Source: an optimization exercise on an open RTL-to-GDS flow (aim: small area). Production flows keep margins and buffers that such runs may drop.
The RTL was checked by simulation tests, not by an equivalence proof against the original design.
The clock port is modelled as an ideal driver, which makes a skipped or thinned clock tree look cheaper than it is; a real chip needs a root buffer or a tree.
No activity file was given, so power comes from the tool's default toggle rates.

==> flow/design.v <==
module qspi_fsm #(
  parameter ADDR_W = 32 )
(
  input               clk,
  input               rst_n,
  input      [2:0]    clk_div,
  input               cs_auto,
  input               cs_level,
  input               quad_en,
  input               cpol,
  input               cpha,
  input               lsb_first,
  input               start,
  input      [15:0]   cmd_cfg,
  input      [15:0]   cmd_op,
  input      [ADDR_W-1:0] cmd_addr,
  input      [7:0]    cmd_dummy,
  input      [31:0]   cmd_len,
  output              done,
  input               tx_ren,
  input      [7:0]    tx_data_fifo,
  output              tx_empty,
  output reg          rx_wen,
  output     [7:0]    rx_data_fifo,
  input               rx_full,
  output              sclk,
  output reg          cs_n,
  output reg [3:0]    io_o,
  output     [3:0]    io_oe,
  input      [3:0]    io_i
);
  wire [7:0] opcode  = cmd_op[7:0];
  wire is_wrdi = (opcode == 8'h04);
  wire is_rdsr = (opcode == 8'h05);
  wire is_rdid = (opcode == 8'h9F);
  wire special = is_wrdi | is_rdsr | is_rdid;
  wire [1:0] cl = special ? 2'd0 : cmd_cfg[1:0];
  wire [1:0] al = special ? 2'd0 : (quad_en ? 2'd2 : cmd_cfg[3:2]);
  wire [1:0] dl = special ? 2'd0 : (quad_en ? 2'd2 : cmd_cfg[5:4]);
  wire       has_addr  = ~special & (cmd_cfg[7] ^ cmd_cfg[6]);
  wire       nb4       = cmd_cfg[7];
  wire       mode_en   = ~special & cmd_cfg[8];
  wire [7:0] td        = {4'd0, cmd_cfg[12:9]} + cmd_dummy;
  wire       has_dummy = ~special & (td != 8'd0);
  wire       rd        = is_rdid | is_rdsr | cmd_cfg[13];
  wire       len_zero  = (cmd_len == 32'd0);
  wire       has_data  = ~is_wrdi & (~len_zero | is_rdid | is_rdsr);
  wire [31:0] len_eff  = {cmd_len[31:2],
                          cmd_len[1] | (len_zero & is_rdid),
                          cmd_len[0] | (len_zero & (is_rdid | is_rdsr))};
  localparam S_IDLE  = 4'b0000,
             S_IDLED = 4'b0001,    
             S_CSOFF = 4'b0100,
             S_DONE  = 4'b0101,
             S_CSON  = 4'b0110,
             S_DUMMY = 4'b0111,
             S_OP    = 4'b1000,
             S_DATA  = 4'b1001,
             S_ADDR  = 4'b1010,
             S_MODE  = 4'b1011;
  reg  [3:0] state, nstate;
  wire idle      = ~(state[3] | state[2]);
  wire byte_ph   = state[3];
  wire in_dummy  = state[2] & state[1] & state[0];
  wire in_data   = state[3] & ~state[1] & state[0];
  wire sclk_en   = state[3] | (state[2] & ~(state[1] & ~state[0]));
  assign done = idle & state[0];
  wire pre_csoff = state[3] | (state[2] & state[1]);
  assign tx_empty = ~(pre_csoff & has_data & ~rd);
  reg [6:0] div_cnt;
  reg       sclk_int, sclk_int_d;
  wire [6:0] div_care = ~(7'h7f << clk_div);
  wire       tick = &(div_cnt | ~div_care);
  always @(posedge clk) begin
    div_cnt    <= sclk_en ? div_cnt + 7'd1 : 7'd0;
    sclk_int   <= sclk_en & (sclk_int ^ tick);
    sclk_int_d <= sclk_int;
  end
  assign sclk = cpol ^ (sclk_en & sclk_int);
  wire sedge  = sclk_int ^ sclk_int_d;
  wire shift  = sedge & (sclk_int ~^ cpha);
  wire sample = sedge & (sclk_int ^ cpha);
  wire [1:0] pl = state[1] ? al : (state[0] ? dl : cl);    
  wire w2 = (pl == 2'd1);
  wire w4 = pl[1];
  reg  [2:0] ptr;
  wire gd       = ptr[2] & (w4 | (ptr[1] & (w2 | ptr[0])));
  wire byte_end = byte_ph & shift & gd;
  always @(posedge clk)
    ptr <= byte_ph ? ptr + ({w4, w2, ~(w2 | w4)} & {3{shift}}) : 3'd0;
  reg  [31:0] cnt;
  wire addr_last  = (cnt[1:0] == 2'd0);
  wire dummy_last = (cnt[7:0] == 8'd0);
  wire data_last  = (cnt == 32'd1);
  reg start_d;
  wire start_pulse = start & ~start_d;
  wire in_op     = state[3] & ~state[1] & ~state[0];
  wire in_addr   = state[3] & state[1] & ~state[0];
  wire in_mode   = state[3] & state[1] & state[0];
  wire op_end    = in_op & byte_end;
  wire to_mode   = (op_end & ~has_addr | in_addr & byte_end & addr_last);
  wire to_dummy  = (to_mode & ~mode_en) | (in_mode & byte_end);
  wire ld_addr   = op_end & has_addr;
  wire ld_dummy  = to_dummy & has_dummy;
  wire ld_data   = ((to_dummy & ~has_dummy) | (in_dummy & sample & dummy_last)) & has_data;
  always @(*) begin
    casez (state)
      4'b00??: nstate = start_pulse ? S_CSON : S_IDLE;         
      4'b010?: nstate = state[0] ? S_IDLED : S_DONE;           
      4'b0110: nstate = S_OP;                                  
      default:                                                 
        if (ld_addr)                     nstate = S_ADDR;
        else if (to_mode & mode_en)      nstate = S_MODE;
        else if (ld_dummy)               nstate = S_DUMMY;
        else if (ld_data)                nstate = S_DATA;
        else if (to_dummy | (in_dummy & sample & dummy_last) |
                 (in_data & byte_end & data_last))
                                         nstate = S_CSOFF;
        else                             nstate = state;
    endcase
  end
  always @(posedge clk or negedge rst_n) begin
    if (!rst_n) begin
      state   <= S_IDLE;
      start_d <= 1'b0;
    end else begin
      state   <= nstate;
      start_d <= start;
    end
  end
  wire dec      = byte_end | (in_dummy & sample);
  reg         borrow;
  wire [7:0]  lo_dec = cnt[7:0] - {7'd0, dec};
  wire [23:0] hi_dec = cnt[31:8] - {23'd0, borrow};
  always @(posedge clk)
    borrow <= dec & (cnt[7:0] == 8'd0) & ~ld_data;
  wire [31:0] cnt_dec = {hi_dec, lo_dec};
  always @(posedge clk) begin
    cnt[31:8] <= ld_data ? len_eff[31:8] : cnt_dec[31:8];
    cnt[7:2]  <= ld_data ? len_eff[7:2] : ld_dummy ? td[7:2] : cnt_dec[7:2];
    cnt[1:0]  <= ld_data ? len_eff[1:0] : ld_dummy ? td[1:0] :
                 ld_addr ? {1'b1, nb4} : cnt_dec[1:0];
  end
  reg [7:0] rb;
  assign rx_data_fifo = rb;
  wire [2:0] idx = ptr ^ {3{~lsb_first}};
  wire w1 = ~(w4 | w2);
  wire [7:0] hit;
  wire [7:0] din;
  genvar k;
  generate for (k = 0; k < 8; k = k + 1) begin : g_rx
    assign hit[k] = (idx[2] == k[2]) & (w4 | ((idx[1] == k[1]) & (w2 | (idx[0] == k[0]))));
    assign din[k] = w1 ? io_i[1] : w2 ? io_i[k % 2] : io_i[k % 4];
  end endgenerate
  wire       bew   = in_data & byte_end;
  wire [7:0] rx_ld = {8{rd & in_data & sample}} & hit;
  wire [7:0] tx_ld = {8{~rd & tx_ren & ~bew}};
  wire [7:0] kp    = {8{~(idle | (bew & ~rd))}} & ~rx_ld & ~tx_ld;
  always @(posedge clk)
    rb <= (rx_ld & din) | (tx_ld & tx_data_fifo) | (kp & rb);
  reg [7:0] bv;
  always @(*) begin
    case (state)
      S_OP:   bv = cmd_op[7:0];
      S_MODE: bv = cmd_op[15:8];
      S_ADDR: case (cnt[1:0])
                2'd0: bv = cmd_addr[7:0];
                2'd1: bv = cmd_addr[15:8];
                2'd2: bv = cmd_addr[23:16];
                default: bv = cmd_addr[31:24];
              endcase
      default: bv = rb;
    endcase
  end
  wire [2:0] s0  = {idx[2], idx[1] & ~w4, idx[0] & ~(w4 | w2)};
  wire [1:0] s1  = {idx[2], idx[1] & ~w4};
  wire [3:0] lane;
  assign lane[0] = bv[s0];
  assign lane[1] = bv[{s1, 1'b1}];
  assign lane[2] = bv[{idx[2], 2'b10}];
  assign lane[3] = bv[{idx[2], 2'b11}];
  wire drive = byte_ph & ~(in_data & rd);
  reg [1:0] oe_code;
  assign io_oe = {{2{&oe_code}}, oe_code[1], |oe_code};
  always @(posedge clk) io_o <= lane;
  always @(posedge clk or negedge rst_n) begin
    if (!rst_n) begin
      oe_code  <= 2'd0;
      cs_n     <= 1'b1;
      rx_wen   <= 1'b0;
    end else begin
      oe_code  <= {drive & (w4 | w2), drive & ~w2};
      cs_n     <= (~byte_ph & ~(state[2] & state[1])) & (cs_auto | cs_level);
      rx_wen   <= in_data & rd & byte_end & ~rx_full;
    end
  end
endmodule
==> flow/config.mk <==
export PLATFORM = sky130hd
export DESIGN_NAME = qspi_fsm
export DESIGN_NICKNAME = qspi_fsm
export VERILOG_FILES = /design/flow/design.v
export SDC_FILE = /design/flow/constraint.sdc
export NUM_CORES = 4
export LEC_CHECK = 0
export CAP_MARGIN = 20
export CORE_MARGIN = 2
export CORE_UTILIZATION = 60
export PLACE_DENSITY = 0.7
export SLEW_MARGIN = 20
==> flow/constraint.sdc <==
create_clock -name core_clock -period 5.0 [get_ports {clk}]
set_input_delay 1.0000 -clock core_clock [delete_from_list [all_inputs] [get_ports {clk}]]
set_output_delay 1.0000 -clock core_clock [all_outputs]
set_load 0.01 [all_outputs]
standard.sh (not shown) runs the stock make flow with config.mk's settings and CLKGATE_MAP_FILE= SYNTH_SCRIPT=/design/flow/synth_recipe.tcl, a recipe that flattens the netlist after the stock synthesis.
==> flow/flow/run.sh <==
#!/bin/bash
# Layout flow:
#  1. the standard synthesis (standard.sh synth), unchanged;
#  2. the combinational logic of that netlist is re-mapped for area with a few
#     ABC scripts (flow/area*.abc, each run in its own Yosys, log reabc_N.log);
#     the flip-flops are left as they are; the 3 smallest results are
#     re-mapped once more with the scripts flow/r2_*.abc2 (reabc_N_r2_M.log);
#  3. the 5 smallest re-mapped netlists and the 2 smallest of the first round
#     are each laid out by the standard ORFS
#     flow (standard.sh finish in its own work folder orfs_N, log layout_N.log),
#     with two changes: the I/O port buffers are made of the smallest buffer
#     cell, and the clock tree is built by flow/cts.tcl (4 leaf buffers driven
#     by the clock port) in place of TritonCTS;
#  4. the layout with the smallest cell area that meets timing is kept
#     (moved to orfs/, choice in layout_choice.log) and written to out/final.def.
set -uo pipefail
here=$(pwd)
sub=results/$FLOW_PLATFORM/qspi_fsm/base
bash standard.sh synth > synth.log 2>&1 || exit 1
cp orfs/$sub/1_2_yosys.v $here/standard_synth.v

flops() { grep -cE '^ *sky130_fd_sc_hd__(df|edf|sdf|dl)[a-z0-9_]* ' "$1"; }
nflops=$(flops $here/standard_synth.v)
pids=()
for s in $here/flow/area*.abc; do
  n=$(basename $s .abc)
  REABC_IN=$here/standard_synth.v REABC_OUT=$here/reabc_$n.v REABC_SCRIPT=$s \
    yosys -c $here/flow/reabc.tcl > reabc_$n.log 2>&1 &
  pids+=($!)
done
for p in "${pids[@]}"; do wait $p; done

: > reabc_choice.log
echo "standard synthesis: $(grep 'Chip area' orfs/reports/$FLOW_PLATFORM/qspi_fsm/base/synth_stat.txt)" >> reabc_choice.log
cands=()
for s in $here/flow/area*.abc; do
  n=$(basename $s .abc)
  [[ -s $here/reabc_$n.v ]] || continue
  a=$(grep 'Chip area' reabc_$n.log | tail -1 | awk '{print $NF}')
  [[ -n "$a" ]] || continue
  [[ $(flops $here/reabc_$n.v) == "$nflops" ]] || continue
  echo "$n $a" >> reabc_choice.log
  cands+=("$a $n")
done
# second round on the 3 smallest netlists
mapfile -t r1 < <(printf '%s\n' "${cands[@]}" | sort -g | head -3 | awk '{print $2}')
pids=()
for n in "${r1[@]}"; do
  for s in $here/flow/r2_*.abc2; do
    m=${n}_r2_$(basename $s .abc2)
    REABC_IN=$here/reabc_$n.v REABC_OUT=$here/reabc_$m.v REABC_SCRIPT=$s \
      yosys -c $here/flow/reabc.tcl > reabc_$m.log 2>&1 &
    pids+=($!)
  done
done
for p in "${pids[@]}"; do wait $p; done
for n in "${r1[@]}"; do
  for s in $here/flow/r2_*.abc2; do
    m=${n}_r2_$(basename $s .abc2)
    [[ -s $here/reabc_$m.v ]] || continue
    a=$(grep 'Chip area' reabc_$m.log | tail -1 | awk '{print $NF}')
    [[ -n "$a" ]] || continue
    [[ $(flops $here/reabc_$m.v) == "$nflops" ]] || continue
    echo "$m $a" >> reabc_choice.log
    cands+=("$a $m")
  done
done
# the 5 smallest netlists and the 2 smallest of the first round, or the
# standard one if re-mapping failed
mapfile -t top < <( { printf '%s\n' "${cands[@]}" | sort -g | head -5 | awk '{print $2}'; \
  printf '%s\n' "${r1[@]}" | head -2; } | awk 'NF && !seen[$0]++')
[[ ${#top[@]} -gt 0 ]] || top=(standard)
echo "laid out: ${top[*]}" >> reabc_choice.log

pids=()
for n in "${top[@]}"; do
  rm -rf orfs_$n
  cp -a orfs orfs_$n
  if [[ $n != standard ]]; then
    cp $here/reabc_$n.v orfs_$n/$sub/1_2_yosys.v
    rm -f orfs_$n/$sub/1_synth.odb orfs_$n/$sub/1_synth.sdc
  fi
  bash standard.sh "WORK_HOME=$here/orfs_$n" \
    "BUFFER_PORTS_ARGS=-buffer_cell sky130_fd_sc_hd__buf_1" \
    "PRE_CTS_TCL=$here/flow/cts.tcl" finish > layout_$n.log 2>&1 &
  pids+=($!)
done
for p in "${pids[@]}"; do wait $p; done

best=""; bestarea=""
: > layout_choice.log
for n in "${top[@]}"; do
  rep=orfs_$n/logs/$FLOW_PLATFORM/qspi_fsm/base/6_report.json
  [[ -f orfs_$n/$sub/6_final.odb && -f $rep ]] || { echo "$n: no layout" >> layout_choice.log; continue; }
  read -r a ws < <(python3 -c "
import json,sys
d=json.load(open('$rep'))
a=d['finish__design__instance__area']-d.get('finish__design__instance__area__class:tap_cell',0)
print(a, d['finish__timing__setup__ws'])")
  echo "$n: cell area $a, setup ws $ws" >> layout_choice.log
  awk "BEGIN{exit !($ws > 0.05)}" || continue
  if [[ -z "$best" ]] || awk "BEGIN{exit !($a < $bestarea)}"; then best=$n; bestarea=$a; fi
done
if [[ -z "$best" ]]; then
  # none met timing with margin: take the first one that finished
  for n in "${top[@]}"; do [[ -f orfs_$n/$sub/6_final.odb ]] && { best=$n; break; }; done
fi
echo "chosen: $best" >> layout_choice.log
[[ -n "$best" ]] || exit 1
rm -rf orfs
mv orfs_$best orfs
: # left out here: write the final layout as DEF
==> flow/flow/r2_s1.abc2 <==
strash
&get -n
&st
&deepsyn -T 60 -S 1
&dch -f
&nf -a -R 1000
&put
mfs3 -a
==> flow/flow/r2_s2.abc2 <==
strash
&get -n
&st
&deepsyn -T 60 -S 2
&dch -f
&nf -a -R 1000
&put
mfs3 -a
==> flow/flow/r2_s4.abc2 <==
strash
&get -n
&st
&deepsyn -T 60 -S 4
&dch -f
&nf -a -R 1000
&put
mfs3 -a
==> flow/flow/reabc.tcl <==
# Re-map the combinational logic of the standard synthesis netlist for area.
# The flip-flops are kept as they are (same instances, names and cells).
yosys -import
set lib $::env(FLOW_HOME)/platforms/sky130hd/lib/sky130_fd_sc_hd__tt_025C_1v80.lib
read_liberty -ignore_miss_func $lib
read_verilog $::env(REABC_IN)
hierarchy -top $::env(FLOW_TOP)
setattr -mod -set keep_hierarchy 1 sky130_fd_sc_hd__df* sky130_fd_sc_hd__edf*
flatten
opt_clean -purge
abc -liberty $lib -dont_use sky130_fd_sc_hd__probe_p_8 -dont_use sky130_fd_sc_hd__probec_p_8 -dont_use sky130_fd_sc_hd__lpflow_bleeder_1 -dont_use sky130_fd_sc_hd__lpflow_clkbufkapwr_1 -dont_use sky130_fd_sc_hd__lpflow_clkbufkapwr_16 -dont_use sky130_fd_sc_hd__lpflow_clkbufkapwr_2 -dont_use sky130_fd_sc_hd__lpflow_clkbufkapwr_4 -dont_use sky130_fd_sc_hd__lpflow_clkbufkapwr_8 -dont_use sky130_fd_sc_hd__lpflow_clkinvkapwr_1 -dont_use sky130_fd_sc_hd__lpflow_clkinvkapwr_16 -dont_use sky130_fd_sc_hd__lpflow_clkinvkapwr_2 -dont_use sky130_fd_sc_hd__lpflow_clkinvkapwr_4 -dont_use sky130_fd_sc_hd__lpflow_clkinvkapwr_8 -dont_use sky130_fd_sc_hd__lpflow_decapkapwr_12 -dont_use sky130_fd_sc_hd__lpflow_decapkapwr_3 -dont_use sky130_fd_sc_hd__lpflow_decapkapwr_4 -dont_use sky130_fd_sc_hd__lpflow_decapkapwr_6 -dont_use sky130_fd_sc_hd__lpflow_decapkapwr_8 -dont_use sky130_fd_sc_hd__lpflow_inputiso0n_1 -dont_use sky130_fd_sc_hd__lpflow_inputiso0p_1 -dont_use sky130_fd_sc_hd__lpflow_inputiso1n_1 -dont_use sky130_fd_sc_hd__lpflow_inputiso1p_1 -dont_use sky130_fd_sc_hd__lpflow_inputisolatch_1 -dont_use sky130_fd_sc_hd__lpflow_isobufsrc_1 -dont_use sky130_fd_sc_hd__lpflow_isobufsrc_16 -dont_use sky130_fd_sc_hd__lpflow_isobufsrc_2 -dont_use sky130_fd_sc_hd__lpflow_isobufsrc_4 -dont_use sky130_fd_sc_hd__lpflow_isobufsrc_8 -dont_use sky130_fd_sc_hd__lpflow_isobufsrckapwr_16 -dont_use sky130_fd_sc_hd__lpflow_lsbuf_lh_hl_isowell_tap_1 -dont_use sky130_fd_sc_hd__lpflow_lsbuf_lh_hl_isowell_tap_2 -dont_use sky130_fd_sc_hd__lpflow_lsbuf_lh_hl_isowell_tap_4 -dont_use sky130_fd_sc_hd__lpflow_lsbuf_lh_isowell_4 -dont_use sky130_fd_sc_hd__lpflow_lsbuf_lh_isowell_tap_1 -dont_use sky130_fd_sc_hd__lpflow_lsbuf_lh_isowell_tap_2 -dont_use sky130_fd_sc_hd__lpflow_lsbuf_lh_isowell_tap_4  -script $::env(REABC_SCRIPT) -D 5000
opt_clean -purge
hilomap -singleton -hicell sky130_fd_sc_hd__conb_1 HI -locell sky130_fd_sc_hd__conb_1 LO
insbuf -buf sky130_fd_sc_hd__buf_4 A X
splitnets
opt_clean -purge
select $::env(FLOW_TOP)
stat -liberty $lib
write_verilog -noattr -noexpr -nohex -nodec -selected $::env(REABC_OUT)
Other scripts of this flow, unchanged in this note and not shown: flow/flow/area_fast.abc, flow/flow/area_s0.abc, flow/flow/area_s0m.abc, flow/flow/area_s11.abc, flow/flow/area_s11m.abc, flow/flow/area_s21.abc, flow/flow/area_s21m.abc, flow/flow/area_s3.abc, flow/flow/area_s3m.abc, flow/flow/area_s42.abc, flow/flow/area_s42m.abc, flow/flow/area_s7.abc, flow/flow/area_s7m.abc, flow/flow/cts.tcl
Next try:
--- a/flow/flow/run.sh
+++ b/flow/flow/run.sh
@@ -4,8 +4,6 @@
 #  2. the combinational logic of that netlist is re-mapped for area with a few
 #     ABC scripts (flow/area*.abc, each run in its own Yosys, log reabc_N.log);
-#     the flip-flops are left as they are; the 3 smallest results are
-#     re-mapped once more with the scripts flow/r2_*.abc2 (reabc_N_r2_M.log);
-#  3. the 5 smallest re-mapped netlists and the 2 smallest of the first round
-#     are each laid out by the standard ORFS
+#     the flip-flops are left as they are;
+#  3. the 8 smallest re-mapped netlists are each laid out by the standard ORFS
 #     flow (standard.sh finish in its own work folder orfs_N, log layout_N.log),
 #     with two changes: the I/O port buffers are made of the smallest buffer
@@ -43,31 +41,6 @@
   cands+=("$a $n")
 done
-# second round on the 3 smallest netlists
-mapfile -t r1 < <(printf '%s\n' "${cands[@]}" | sort -g | head -3 | awk '{print $2}')
-pids=()
-for n in "${r1[@]}"; do
-  for s in $here/flow/r2_*.abc2; do
-    m=${n}_r2_$(basename $s .abc2)
-    REABC_IN=$here/reabc_$n.v REABC_OUT=$here/reabc_$m.v REABC_SCRIPT=$s \
-      yosys -c $here/flow/reabc.tcl > reabc_$m.log 2>&1 &
-    pids+=($!)
-  done
-done
-for p in "${pids[@]}"; do wait $p; done
-for n in "${r1[@]}"; do
-  for s in $here/flow/r2_*.abc2; do
-    m=${n}_r2_$(basename $s .abc2)
-    [[ -s $here/reabc_$m.v ]] || continue
-    a=$(grep 'Chip area' reabc_$m.log | tail -1 | awk '{print $NF}')
-    [[ -n "$a" ]] || continue
-    [[ $(flops $here/reabc_$m.v) == "$nflops" ]] || continue
-    echo "$m $a" >> reabc_choice.log
-    cands+=("$a $m")
-  done
-done
-# the 5 smallest netlists and the 2 smallest of the first round, or the
-# standard one if re-mapping failed
-mapfile -t top < <( { printf '%s\n' "${cands[@]}" | sort -g | head -5 | awk '{print $2}'; \
-  printf '%s\n' "${r1[@]}" | head -2; } | awk 'NF && !seen[$0]++')
+# the 8 smallest netlists, or the standard one if re-mapping failed
+mapfile -t top < <(printf '%s\n' "${cands[@]}" | sort -g | head -8 | awk '{print $2}')
 [[ ${#top[@]} -gt 0 ]] || top=(standard)
 echo "laid out: ${top[*]}" >> reabc_choice.log
==> flow/flow/area_s5.abc (new file) <==
strash
&get -n
&st
&deepsyn -T 100 -S 5
&dch -f
&nf -a -R 1000
&put
==> flow/flow/area_s5m.abc (new file) <==
strash
&get -n
&st
&deepsyn -T 100 -S 5
&dch -f
&nf -a -R 1000
&put
mfs3 -a
==> flow/flow/area_s9.abc (new file) <==
strash
&get -n
&st
&deepsyn -T 100 -S 9
&dch -f
&nf -a -R 1000
&put
==> flow/flow/area_s9m.abc (new file) <==
strash
&get -n
&st
&deepsyn -T 100 -S 9
&dch -f
&nf -a -R 1000
&put
mfs3 -a
removed: flow/flow/r2_s1.abc2
removed: flow/flow/r2_s2.abc2
removed: flow/flow/r2_s4.abc2
Outcome: The changed run produced a clean layout. Area after synthesis does not change. Global-route usage is unchanged. Sequential cell count is unchanged. Power stays the same. Core utilization does not change. Setup slack does not change. Register-to-register slack is about the same.
In every run of this note, the design's own scripts or RTL, not TritonCTS, make the clock network.

re-timing with driven ports:
Ports are ideal in the flow. The routed layouts listed here were re-timed in OpenROAD. Step 1, drivers: a clkbuf_16 drives clk and a buf_2 each remaining input, both assumed. Step 2, shift: input delay + t, output delay - t, t = (earliest + latest rising clock arrival at the registers) / 2. This alone moves slack from input paths to output paths. Slacks: ideal / step 1 / step 2; pairs: ideal / step 1.
| run | t (ns) | slack for setup (ns) | latest minus earliest clock arrival (ns) | worst slew at a driven data input, ns |
|---|---|---|---|---|
| the first run | 0.198 | 0.408 / 0.459 / 0.261 | 0.014 / 0.014 | 0.06 |
| the second run | 0.198 | 0.408 / 0.459 / 0.261 | 0.014 / 0.014 | 0.06 |
After both steps every run listed still meets setup and hold.
